This is an optimization exercise on Yosys and OpenROAD, whose aim is small area, a short achievable clock period and few clock cycles, not a production implementation. RTL that was checked went through simulation tests only; none was proved equivalent to the original. Power is estimated from default activity; no workload was simulated.

main:
==> module axi_stream_insert_header, before the edit <==
module axi_stream_insert_header #(
	parameter DATA_WD 		= 32,
	parameter DATA_BYTE_WD 	= DATA_WD / 8,
	parameter BYTE_CNT_WD 	= $clog2(DATA_BYTE_WD)
) (
	input clk,
	input rst_n,
	input 							valid_in,
	input 	[DATA_WD-1 : 0] 		data_in,
	input 	[DATA_BYTE_WD-1 : 0] 	keep_in,
	input 							last_in,
	output 							ready_in,
	output 							valid_out,
	output 	[DATA_WD-1 : 0] 		data_out,
	output 	[DATA_BYTE_WD-1:0] 		keep_out,
	output 							last_out,
	input 							ready_out,
	input 							valid_insert,
	input 	[DATA_WD-1 : 0] 		header_insert,
	input 	[DATA_BYTE_WD-1 : 0] 	keep_insert,
	input 	[BYTE_CNT_WD : 0] 		byte_insert_cnt,
	output 							ready_insert
);
	reg			e;			 
	reg			fl;			 
	reg			pend;		 
	reg	[3:0]	m;			 
	reg	[31:0]	rem;
	wire		ne		= ~e;
	wire		nfl		= ~fl;
	wire		strm	= ~e & ~fl & ~pend;
	wire		owed	= pend | fl;
	wire [2:0]	nq		= ~(m[2:0] & {nfl, nfl, 1'b1});	 
	wire [2:1]	fk		= rem[25:24];	 
	wire		np1		= fl & ~fk[1];
	wire		np2		= fl & ~fk[2];
	wire [2:0]	nv;
	ahi_a21oi u_nv0 (.a1(m[1]), .a2(keep_in[0]), .b1(pend), .y(nv[0]));
	ahi_nand2 u_nv1 (.a(m[2]), .b(keep_in[1]), .y(nv[1]));
	ahi_nand2 u_nv2 (.a(m[3]), .b(keep_in[2]), .y(nv[2]));
	wire		ri_x, ri_y, ri_b;
	ahi_nand3 u_ri_x (.a(nv[0]), .b(nv[1]), .c(nv[2]), .y(ri_x));
	ahi_nand3 u_ri_y (.a(ready_out), .b(last_in), .c(valid_in), .y(ri_y));
	ahi_nand2 u_ri_b (.a(ready_out), .b(fl), .y(ri_b));
	ahi_o211ai u_ri (.a1(ri_x), .a2(ri_y), .b1(ne), .c1(ri_b), .y(ready_insert));
	wire		lz;
	ahi_nand4 u_lz (.a(nv[0]), .b(nv[1]), .c(nv[2]), .d(last_in), .y(lz));
	ahi_nand2 u_last (.a(nfl), .b(lz), .y(last_out));
	ahi_and2 u_rin (.a(ready_out), .b(strm), .y(ready_in));
	ahi_a21o u_vout (.a1(valid_in), .a2(ne), .b1(owed), .y(valid_out));
	assign keep_out[3] = 1'b1;
	wire [2:0]	kt;
	ahi_nor2 u_kt2 (.a(nq[0]), .b(keep_in[2]), .y(kt[2]));
	ahi_o22ai u_kt1 (.a1(nq[0]), .a2(keep_in[1]), .b1(nq[1]), .b2(keep_in[2]), .y(kt[1]));
	ahi_o222ai u_kt0 (.a1(nq[0]), .a2(keep_in[0]), .b1(nq[1]), .b2(keep_in[1]), .c1(nq[2]), .c2(keep_in[2]), .y(kt[0]));
	ahi_a21oi u_k2 (.a1(last_in), .a2(kt[2]), .b1(np2), .y(keep_out[2]));
	ahi_a21oi u_k1 (.a1(last_in), .a2(kt[1]), .b1(np1), .y(keep_out[1]));
	ahi_a21oi u_k0 (.a1(last_in), .a2(kt[0]), .b1(fl), .y(keep_out[0]));
	wire [63:0]	win		= {rem, data_in};
	wire [4:0]	sel		= {pend, m};
	genvar gj;
	generate
		for (gj = 0; gj < 16; gj = gj + 1) begin : g_lo
			wire t01, t23, t4;
			ahi_a22oi u_t01 (.a1(sel[0]), .a2(win[gj]), .b1(sel[1]), .b2(win[gj + 8]), .y(t01));
			ahi_a22oi u_t23 (.a1(sel[2]), .a2(win[gj + 16]), .b1(sel[3]), .b2(win[gj + 24]), .y(t23));
			ahi_nand2 u_t4 (.a(sel[4]), .b(win[gj + 32]), .y(t4));
			ahi_nand3 u_o (.a(t01), .b(t23), .c(t4), .y(data_out[gj]));
		end
		for (gj = 16; gj < 24; gj = gj + 1) begin : g_l2
			wire td, tr;
			ahi_a22oi u_td (.a1(sel[0]), .a2(win[gj]), .b1(sel[1]), .b2(win[gj + 8]), .y(td));
			ahi_a222oi u_tr (.a1(sel[2]), .a2(win[gj + 16]), .b1(sel[3]), .b2(win[gj + 24]),
							 .c1(sel[4]), .c2(win[gj + 32]), .y(tr));
			ahi_nand2 u_o (.a(td), .b(tr), .y(data_out[gj]));
		end
		for (gj = 24; gj < 32; gj = gj + 1) begin : g_l3
			wire td, tr;
			ahi_a22oi u_td (.a1(sel[0]), .a2(win[gj]), .b1(sel[4]), .b2(win[gj + 32]), .y(td));
			ahi_a222oi u_tr (.a1(sel[1]), .a2(win[gj + 8]), .b1(sel[2]), .b2(win[gj + 16]),
							 .c1(sel[3]), .c2(win[gj + 24]), .y(tr));
			ahi_nand2 u_o (.a(td), .b(tr), .y(data_out[gj]));
		end
	endgenerate
	wire		fit_i	= ~pend & ~(m[1] & keep_in[0] | m[2] & keep_in[1] | m[3] & keep_in[2]);
	wire		lf		= last_in & fit_i;
	wire		take_h	= valid_insert & (e | ready_out & (fl | valid_in & lf));
	wire		hs		= ready_out & (owed | ~e & valid_in);
	always @(posedge clk or negedge rst_n) begin
		if (!rst_n) begin
			e		<= 1'b1;
			fl		<= 1'b0;
			pend	<= 1'b0;
			m		<= 4'd0;
		end else if (take_h) begin
			e		<= 1'b0;
			fl		<= 1'b0;
			pend	<= keep_insert[3];
			m		<= {keep_insert[2] & ~keep_insert[3], keep_insert[1] & ~keep_insert[2],
						~keep_insert[1], 1'b0};
		end else if (hs) begin
			if (fl | strm & lf) begin
				e		<= 1'b1;
				fl		<= 1'b0;
			end else if (pend) begin
				pend	<= 1'b0;
				m		<= 4'b0001;
			end else if (last_in) begin
				fl		<= 1'b1;
			end
		end
	end
	wire		en		= e | ready_out & (fl | pend | valid_in);
	wire		hsel	= e | fl | lf;
	genvar gr;
	wire		ld_h	= en & hsel;
	wire		ld_d	= en & ~hsel;
	wire		hold	= ~en;
	wire [23:0]	rn;
	generate
		for (gr = 0; gr < 24; gr = gr + 1) begin : g_rem
			ahi_a222oi u_rn (.a1(ld_h), .a2(header_insert[gr]), .b1(ld_d), .b2(data_in[gr]),
							 .c1(hold), .c2(rem[gr]), .y(rn[gr]));
		end
	endgenerate
	wire [2:1]	fk_new	= {m[2] & keep_in[0] | m[3] & keep_in[1], m[3] & keep_in[0]};
	always @(posedge clk) begin
		rem[23:0]	<= ~rn;
		if (en) begin
			rem[31:26]	<= header_insert[31:26];
			rem[25:24]	<= hsel ? header_insert[25:24] : fk_new;
		end
	end
endmodule
clock: 5.0 ns
lec_check: 0
cap_margin: 20
core_margin: 2
core_utilization: 30
setup_slack_margin: 2.5
slew_margin: 20
synth_hierarchical: 1
synth_minimum_keep_size: 0
tns_end_percent: 0
standard.sh (not shown) runs the stock make flow with config.mk's settings and CLKGATE_MAP_FILE= SYNTH_SCRIPT=/design/flow/synth_recipe.tcl, a recipe that flattens the netlist after the stock synthesis.
==> flow/flow/run.sh <==
#!/bin/bash
# The standard layout (standard.sh), with three changes:
# - the port buffers are buf_1 cells (every input and output port still gets
#   its own buffer);
# - the clock tree has no dummy balancing loads;
# - after the standard synthesis, every cell is set to its smallest drive
#   strength (flow/downsize.tcl); repair during placement sizes up again.
# Each tool's output goes to a log file of its own in this folder.
set -euo pipefail
ARGS=("BUFFER_PORTS_ARGS=-buffer_cell sky130_fd_sc_hd__buf_1"
      "CTS_ARGS=-sink_clustering_enable -repair_clock_nets -dont_use_dummy_load")
bash standard.sh "${ARGS[@]}" synth > synth.log 2>&1
R=orfs/results/${FLOW_PLATFORM:-sky130hd}/axi_stream_insert_header/base
cp $R/1_synth.odb $R/1_synth_standard.odb
DS_IN=$R/1_synth_standard.odb DS_OUT=$R/1_synth.odb openroad -no_init -exit flow/downsize.tcl > downsize.log 2>&1
bash standard.sh "${ARGS[@]}" finish > layout.log 2>&1
==> flow/flow/downsize.tcl <==
# Swap every cell of the synthesized netlist to the smallest drive strength
# of the same cell (same function and pins); placement and timing repair
# size them up again where needed. Registers keep their cell type.
read_db $::env(DS_IN)
set db [ord::get_db]
set best [dict create]
foreach lib [$db getLibs] {
  foreach m [$lib getMasters] {
    set n [$m getName]
    if {[regexp {^(sky130_fd_sc_hd__[a-z0-9]+)_(\d+)$} $n -> base sz]} {
      set a [expr {[$m getWidth] * [$m getHeight]}]
      if {![dict exists $best $base] || $a < [lindex [dict get $best $base] 1]} {
        dict set best $base [list $m $a]
      }
    }
  }
}
set n 0
foreach inst [[ord::get_db_block] getInsts] {
  set m [$inst getMaster]
  if {[regexp {^(sky130_fd_sc_hd__[a-z0-9]+)_(\d+)$} [$m getName] -> base sz]} {
    set b [lindex [dict get $best $base] 0]
    if {[$b getName] ne [$m getName]} {
      $inst swapMaster $b
      incr n
    }
  }
}
puts "downsized $n cells"
write_db $::env(DS_OUT)
Input changes introduced in the feature branch (baseline for comparison: main):
diff --git a/flow/design.v b/flow/design.v
--- a/flow/design.v
+++ b/flow/design.v
@@ -38,10 +38,10 @@
 	ahi_a21oi u_nv0 (.a1(m[1]), .a2(keep_in[0]), .b1(pend), .y(nv[0]));
 	ahi_nand2 u_nv1 (.a(m[2]), .b(keep_in[1]), .y(nv[1]));
 	ahi_nand2 u_nv2 (.a(m[3]), .b(keep_in[2]), .y(nv[2]));
 	wire		ri_x, ri_y, ri_b;
-	ahi_nand3 u_ri_x (.a(nv[0]), .b(nv[1]), .c(nv[2]), .y(ri_x));
-	ahi_nand3 u_ri_y (.a(ready_out), .b(last_in), .c(valid_in), .y(ri_y));
+	ahi_nand4 u_ri_x (.a(nv[0]), .b(nv[1]), .c(nv[2]), .d(valid_in), .y(ri_x));
+	ahi_nand2 u_ri_y (.a(ready_out), .b(last_in), .y(ri_y));
 	ahi_nand2 u_ri_b (.a(ready_out), .b(fl), .y(ri_b));
 	ahi_o211ai u_ri (.a1(ri_x), .a2(ri_y), .b1(ne), .c1(ri_b), .y(ready_insert));
 	wire		lz;
 	ahi_nand4 u_lz (.a(nv[0]), .b(nv[1]), .c(nv[2]), .d(last_in), .y(lz));
Going from main to the feature branch, post-detailed-route via-to-cell ratio closely matched the old numbers, switching power total shrank by 1.6%, share of power burned in the clock network closely matched the old numbers, internal power contribution went down, worst setup slack saw a decrease. Number of buffers added for setup after CTS | the feature branch above main. Multi-input logic portion of the cell area was lower in the feature branch than in main. Compared with main, in the feature branch ratio of total power to cell area about even; final period utilization +0.64 points.
Testbench counts of the feature branch, summed over its fixed seeds: cycles 1,652.
For main, only the layout was checked, not whether the RTL still works.


== alpha ==
The RTL this note starts from:
==> flow/design.v <==
module axi_stream_insert_header #(
	parameter DATA_WD 		= 32,
	parameter DATA_BYTE_WD 	= DATA_WD / 8,
	parameter BYTE_CNT_WD 	= $clog2(DATA_BYTE_WD)
) (
	input clk,
	input rst_n,
	input 							valid_in,
	input 	[DATA_WD-1 : 0] 		data_in,
	input 	[DATA_BYTE_WD-1 : 0] 	keep_in,
	input 							last_in,
	output 							ready_in,
	output 							valid_out,
	output 	[DATA_WD-1 : 0] 		data_out,
	output 	[DATA_BYTE_WD-1:0] 		keep_out,
	output 							last_out,
	input 							ready_out,
	input 							valid_insert,
	input 	[DATA_WD-1 : 0] 		header_insert,
	input 	[DATA_BYTE_WD-1 : 0] 	keep_insert,
	input 	[BYTE_CNT_WD : 0] 		byte_insert_cnt,
	output 							ready_insert
);
	reg			e;			 
	reg			fl;			 
	reg			pend;		 
	reg	[3:0]	m;			 
	reg	[31:0]	rem;
	wire		ne		= ~e;
	wire		nfl		= ~fl;
	wire		strm	= ~e & ~fl & ~pend;
	wire		owed	= pend | fl;
	wire [2:0]	nq		= ~(m[2:0] & {nfl, nfl, 1'b1});	 
	wire [2:1]	fk		= rem[25:24];	 
	wire		np1		= fl & ~fk[1];
	wire		np2		= fl & ~fk[2];
	wire [2:0]	nv;
	ahi_a21oi u_nv0 (.a1(m[1]), .a2(keep_in[0]), .b1(pend), .y(nv[0]));
	ahi_nand2 u_nv1 (.a(m[2]), .b(keep_in[1]), .y(nv[1]));
	ahi_nand2 u_nv2 (.a(m[3]), .b(keep_in[2]), .y(nv[2]));
	wire		ri_x, ri_y, ri_b;
	ahi_nand4 u_ri_x (.a(nv[0]), .b(nv[1]), .c(nv[2]), .d(valid_in), .y(ri_x));
	ahi_nand2 u_ri_y (.a(ready_out), .b(last_in), .y(ri_y));
	ahi_nand2 u_ri_b (.a(ready_out), .b(fl), .y(ri_b));
	ahi_o211ai u_ri (.a1(ri_x), .a2(ri_y), .b1(ne), .c1(ri_b), .y(ready_insert));
	wire		lz;
	ahi_nand4 u_lz (.a(nv[0]), .b(nv[1]), .c(nv[2]), .d(last_in), .y(lz));
	ahi_nand2 u_last (.a(nfl), .b(lz), .y(last_out));
	ahi_and2 u_rin (.a(ready_out), .b(strm), .y(ready_in));
	ahi_a21o u_vout (.a1(valid_in), .a2(ne), .b1(owed), .y(valid_out));
	assign keep_out[3] = 1'b1;
	wire [2:0]	kt;
	ahi_nor2 u_kt2 (.a(nq[0]), .b(keep_in[2]), .y(kt[2]));
	ahi_o22ai u_kt1 (.a1(nq[0]), .a2(keep_in[1]), .b1(nq[1]), .b2(keep_in[2]), .y(kt[1]));
	ahi_o222ai u_kt0 (.a1(nq[0]), .a2(keep_in[0]), .b1(nq[1]), .b2(keep_in[1]), .c1(nq[2]), .c2(keep_in[2]), .y(kt[0]));
	ahi_a21oi u_k2 (.a1(last_in), .a2(kt[2]), .b1(np2), .y(keep_out[2]));
	ahi_a21oi u_k1 (.a1(last_in), .a2(kt[1]), .b1(np1), .y(keep_out[1]));
	ahi_a21oi u_k0 (.a1(last_in), .a2(kt[0]), .b1(fl), .y(keep_out[0]));
	wire [63:0]	win		= {rem, data_in};
	wire [4:0]	sel		= {pend, m};
	genvar gj;
	generate
		for (gj = 0; gj < 16; gj = gj + 1) begin : g_lo
			wire t01, t23, t4;
			ahi_a22oi u_t01 (.a1(sel[0]), .a2(win[gj]), .b1(sel[1]), .b2(win[gj + 8]), .y(t01));
			ahi_a22oi u_t23 (.a1(sel[2]), .a2(win[gj + 16]), .b1(sel[3]), .b2(win[gj + 24]), .y(t23));
			ahi_nand2 u_t4 (.a(sel[4]), .b(win[gj + 32]), .y(t4));
			ahi_nand3 u_o (.a(t01), .b(t23), .c(t4), .y(data_out[gj]));
		end
		for (gj = 16; gj < 24; gj = gj + 1) begin : g_l2
			wire td, tr;
			ahi_a22oi u_td (.a1(sel[0]), .a2(win[gj]), .b1(sel[1]), .b2(win[gj + 8]), .y(td));
			ahi_a222oi u_tr (.a1(sel[2]), .a2(win[gj + 16]), .b1(sel[3]), .b2(win[gj + 24]),
							 .c1(sel[4]), .c2(win[gj + 32]), .y(tr));
			ahi_nand2 u_o (.a(td), .b(tr), .y(data_out[gj]));
		end
		for (gj = 24; gj < 32; gj = gj + 1) begin : g_l3
			wire td, tr;
			ahi_a22oi u_td (.a1(sel[0]), .a2(win[gj]), .b1(sel[4]), .b2(win[gj + 32]), .y(td));
			ahi_a222oi u_tr (.a1(sel[1]), .a2(win[gj + 8]), .b1(sel[2]), .b2(win[gj + 16]),
							 .c1(sel[3]), .c2(win[gj + 24]), .y(tr));
			ahi_nand2 u_o (.a(td), .b(tr), .y(data_out[gj]));
		end
	endgenerate
	wire		fit_i	= ~pend & ~(m[1] & keep_in[0] | m[2] & keep_in[1] | m[3] & keep_in[2]);
	wire		lf		= last_in & fit_i;
	wire		take_h	= valid_insert & (e | ready_out & (fl | valid_in & lf));
	wire		hs		= ready_out & (owed | ~e & valid_in);
	always @(posedge clk or negedge rst_n) begin
		if (!rst_n) begin
			e		<= 1'b1;
			fl		<= 1'b0;
			pend	<= 1'b0;
			m		<= 4'd0;
		end else if (take_h) begin
			e		<= 1'b0;
			fl		<= 1'b0;
			pend	<= keep_insert[3];
			m		<= {keep_insert[2] & ~keep_insert[3], keep_insert[1] & ~keep_insert[2],
						~keep_insert[1], 1'b0};
		end else if (hs) begin
			if (fl | strm & lf) begin
				e		<= 1'b1;
				fl		<= 1'b0;
			end else if (pend) begin
				pend	<= 1'b0;
				m		<= 4'b0001;
			end else if (last_in) begin
				fl		<= 1'b1;
			end
		end
	end
	wire		en		= e | ready_out & (fl | pend | valid_in);
	wire		hsel	= e | fl | lf;
	genvar gr;
	wire		ld_h	= en & hsel;
	wire		ld_d	= en & ~hsel;
	wire		hold	= ~en;
	wire [23:0]	rn;
	generate
		for (gr = 0; gr < 24; gr = gr + 1) begin : g_rem
			ahi_a222oi u_rn (.a1(ld_h), .a2(header_insert[gr]), .b1(ld_d), .b2(data_in[gr]),
							 .c1(hold), .c2(rem[gr]), .y(rn[gr]));
		end
	endgenerate
	wire [2:1]	fk_new	= {m[2] & keep_in[0] | m[3] & keep_in[1], m[3] & keep_in[0]};
	always @(posedge clk) begin
		rem[23:0]	<= ~rn;
		if (en) begin
			rem[31:26]	<= header_insert[31:26];
			rem[25:24]	<= hsel ? header_insert[25:24] : fk_new;
		end
	end
endmodule
module ahi_nand2 (input a, input b, output y);
	assign y = ~(a & b);
endmodule
module ahi_nand3 (input a, input b, input c, output y);
	assign y = ~(a & b & c);
endmodule
module ahi_nand4 (input a, input b, input c, input d, output y);
	assign y = ~(a & b & c & d);
endmodule
module ahi_nor2 (input a, input b, output y);
	assign y = ~(a | b);
endmodule
module ahi_and2 (input a, input b, output y);
	assign y = a & b;
endmodule
module ahi_a21o (input a1, input a2, input b1, output y);
	assign y = a1 & a2 | b1;
endmodule
module ahi_a21oi (input a1, input a2, input b1, output y);
	assign y = ~(a1 & a2 | b1);
endmodule
module ahi_a22oi (input a1, input a2, input b1, input b2, output y);
	assign y = ~(a1 & a2 | b1 & b2);
endmodule
module ahi_o211ai (input a1, input a2, input b1, input c1, output y);
	assign y = ~((a1 | a2) & b1 & c1);
endmodule
module ahi_o22ai (input a1, input a2, input b1, input b2, output y);
	assign y = ~((a1 | a2) & (b1 | b2));
endmodule
module ahi_o222ai (input a1, input a2, input b1, input b2, input c1, input c2, output y);
	assign y = ~((a1 | a2) & (b1 | b2) & (c1 | c2));
endmodule
module ahi_a222oi (input a1, input a2, input b1, input b2, input c1, input c2, output y);
	assign y = ~(a1 & a2 | b1 & b2 | c1 & c2);
endmodule
==> flow/config.mk <==
export PLATFORM = sky130hd
export DESIGN_NAME = axi_stream_insert_header
export DESIGN_NICKNAME = axi_stream_insert_header
export VERILOG_FILES = /design/flow/design.v
export SDC_FILE = /design/flow/constraint.sdc
export NUM_CORES = 4
export LEC_CHECK = 0
export CAP_MARGIN = 20
export CORE_MARGIN = 2
export CORE_UTILIZATION = 30
export SETUP_SLACK_MARGIN = 2.5
export SLEW_MARGIN = 20
export SYNTH_HIERARCHICAL = 1
export SYNTH_MINIMUM_KEEP_SIZE = 0
export TNS_END_PERCENT = 0
==> flow/constraint.sdc <==
create_clock -name core_clock -period 5.0 [get_ports {clk}]
set_input_delay 1.0000 -clock core_clock [delete_from_list [all_inputs] [get_ports {clk}]]
set_output_delay 1.0000 -clock core_clock [all_outputs]
set_load 0.01 [all_outputs]
==> flow/flow/run.sh <==
#!/bin/bash
# The standard layout, with the port buffers made of buf_1 cells
# (every input and output port still gets its own buffer) and a clock tree
# without dummy balancing loads.
set -euo pipefail
bash standard.sh "BUFFER_PORTS_ARGS=-buffer_cell sky130_fd_sc_hd__buf_1" \
  "CTS_ARGS=-sink_clustering_enable -repair_clock_nets -dont_use_dummy_load" \
  finish > standard_flow.log 2>&1
Testbench counts of alpha, summed over its fixed seeds: cycles 1,652.
For beta, these inputs were changed with respect to alpha:
--- a/flow/design.v
+++ b/flow/design.v
@@ -25,13 +25,13 @@
 	reg			fl;			 
 	reg			pend;		 
 	reg	[3:0]	m;			 
+	reg	[2:1]	fk;			 
 	reg	[31:0]	rem;
 	wire		ne		= ~e;
 	wire		nfl		= ~fl;
 	wire		strm	= ~e & ~fl & ~pend;
 	wire		owed	= pend | fl;
 	wire [2:0]	nq		= ~(m[2:0] & {nfl, nfl, 1'b1});	 
-	wire [2:1]	fk		= rem[25:24];	 
 	wire		np1		= fl & ~fk[1];
 	wire		np2		= fl & ~fk[2];
 	wire [2:0]	nv;
@@ -60,32 +60,17 @@
 	wire [4:0]	sel		= {pend, m};
 	genvar gj;
 	generate
-		for (gj = 0; gj < 16; gj = gj + 1) begin : g_lo
+		for (gj = 0; gj < 32; gj = gj + 1) begin : g_out
 			wire t01, t23, t4;
 			ahi_a22oi u_t01 (.a1(sel[0]), .a2(win[gj]), .b1(sel[1]), .b2(win[gj + 8]), .y(t01));
 			ahi_a22oi u_t23 (.a1(sel[2]), .a2(win[gj + 16]), .b1(sel[3]), .b2(win[gj + 24]), .y(t23));
 			ahi_nand2 u_t4 (.a(sel[4]), .b(win[gj + 32]), .y(t4));
 			ahi_nand3 u_o (.a(t01), .b(t23), .c(t4), .y(data_out[gj]));
 		end
-		for (gj = 16; gj < 24; gj = gj + 1) begin : g_l2
-			wire td, tr;
-			ahi_a22oi u_td (.a1(sel[0]), .a2(win[gj]), .b1(sel[1]), .b2(win[gj + 8]), .y(td));
-			ahi_a222oi u_tr (.a1(sel[2]), .a2(win[gj + 16]), .b1(sel[3]), .b2(win[gj + 24]),
-							 .c1(sel[4]), .c2(win[gj + 32]), .y(tr));
-			ahi_nand2 u_o (.a(td), .b(tr), .y(data_out[gj]));
-		end
-		for (gj = 24; gj < 32; gj = gj + 1) begin : g_l3
-			wire td, tr;
-			ahi_a22oi u_td (.a1(sel[0]), .a2(win[gj]), .b1(sel[4]), .b2(win[gj + 32]), .y(td));
-			ahi_a222oi u_tr (.a1(sel[1]), .a2(win[gj + 8]), .b1(sel[2]), .b2(win[gj + 16]),
-							 .c1(sel[3]), .c2(win[gj + 24]), .y(tr));
-			ahi_nand2 u_o (.a(td), .b(tr), .y(data_out[gj]));
-		end
 	endgenerate
-	wire		fit_i	= ~pend & ~(m[1] & keep_in[0] | m[2] & keep_in[1] | m[3] & keep_in[2]);
-	wire		lf		= last_in & fit_i;
-	wire		take_h	= valid_insert & (e | ready_out & (fl | valid_in & lf));
-	wire		hs		= ready_out & (owed | ~e & valid_in);
+	wire		take_h	= valid_insert & ready_insert;
+	wire		take_d	= valid_in & ready_in;
+	wire		hs		= valid_out & ready_out;
 	always @(posedge clk or negedge rst_n) begin
 		if (!rst_n) begin
 			e		<= 1'b1;
@@ -99,7 +84,7 @@
 			m		<= {keep_insert[2] & ~keep_insert[3], keep_insert[1] & ~keep_insert[2],
 						~keep_insert[1], 1'b0};
 		end else if (hs) begin
-			if (fl | strm & lf) begin
+			if (fl | strm & ~lz) begin
 				e		<= 1'b1;
 				fl		<= 1'b0;
 			end else if (pend) begin
@@ -110,25 +95,16 @@
 			end
 		end
 	end
+	always @(posedge clk) begin
+		if (take_d)
+			fk <= {m[2] & keep_in[0] | m[3] & keep_in[1], m[3] & keep_in[0]};
+	end
 	wire		en		= e | ready_out & (fl | pend | valid_in);
-	wire		hsel	= e | fl | lf;
-	genvar gr;
-	wire		ld_h	= en & hsel;
-	wire		ld_d	= en & ~hsel;
-	wire		hold	= ~en;
-	wire [23:0]	rn;
-	generate
-		for (gr = 0; gr < 24; gr = gr + 1) begin : g_rem
-			ahi_a222oi u_rn (.a1(ld_h), .a2(header_insert[gr]), .b1(ld_d), .b2(data_in[gr]),
-							 .c1(hold), .c2(rem[gr]), .y(rn[gr]));
-		end
-	endgenerate
-	wire [2:1]	fk_new	= {m[2] & keep_in[0] | m[3] & keep_in[1], m[3] & keep_in[0]};
+	wire		hsel	= e | fl | ~lz;
 	always @(posedge clk) begin
-		rem[23:0]	<= ~rn;
 		if (en) begin
-			rem[31:26]	<= header_insert[31:26];
-			rem[25:24]	<= hsel ? header_insert[25:24] : fk_new;
+			rem[23:0]	<= hsel ? header_insert[23:0] : data_in[23:0];
+			rem[31:24]	<= header_insert[31:24];
 		end
 	end
 endmodule
@@ -165,6 +141,3 @@
 module ahi_o222ai (input a1, input a2, input b1, input b2, input c1, input c2, output y);
 	assign y = ~((a1 | a2) & (b1 | b2) & (c1 | c2));
 endmodule
-module ahi_a222oi (input a1, input a2, input b1, input b2, input c1, input c2, output y);
-	assign y = ~(a1 & a2 | b1 & b2 | c1 & c2);
-endmodule
[summary]
In beta, the via count came out 487 below the value in alpha. Cell area after technology mapping, alpha and beta: higher on beta. Re hold slack: alpha was lower than beta. Proportion of synthesized flip-flops having asynchronous set or reset sits lower in beta than in alpha. NOTE: share of power burned in the clock network in beta exceeds that of alpha. Of beta and alpha, it is beta that has the higher minimum clock period.
Testbench counts of beta, summed over its fixed seeds: cycles 1,652.

-- separate check: timing with driven ports --
The flow's constraints put no driver on any port. The routed layouts listed below were extracted and timed again, unchanged, in two steps. Step 1, drivers: a clkbuf_16 drives clk and a buf_2 each remaining input, both assumed. Step 2 times the ports against the registers' clock, not the clock port: input delays grow and output delays shrink by t, the midpoint of the rising clock arrivals with the driver on. Slacks: ideal / step 1 / step 2; pairs: ideal / step 1.
run	t, ns	setup WS [ns]	hold WS [ns]	worst data-port slew with drivers (ns)
main	0.312	2.380 / 2.337 / 2.211	0.520 / 0.520 / 0.520	0.06
the feature branch	0.312	2.348 / 2.309 / 2.149	0.529 / 0.529 / 0.529	0.05
alpha	0.314	2.373 / 2.332 / 2.203	0.525 / 0.525 / 0.525	0.05
beta	0.307	2.347 / 2.308 / 2.275	0.607 / 0.602 / 0.607	0.05
After both steps setup and hold are still met in every run listed. For the feature branch, which loses most, drivers alone change the setup slack by -0.039 ns; drivers and shift together by -0.199 ns.
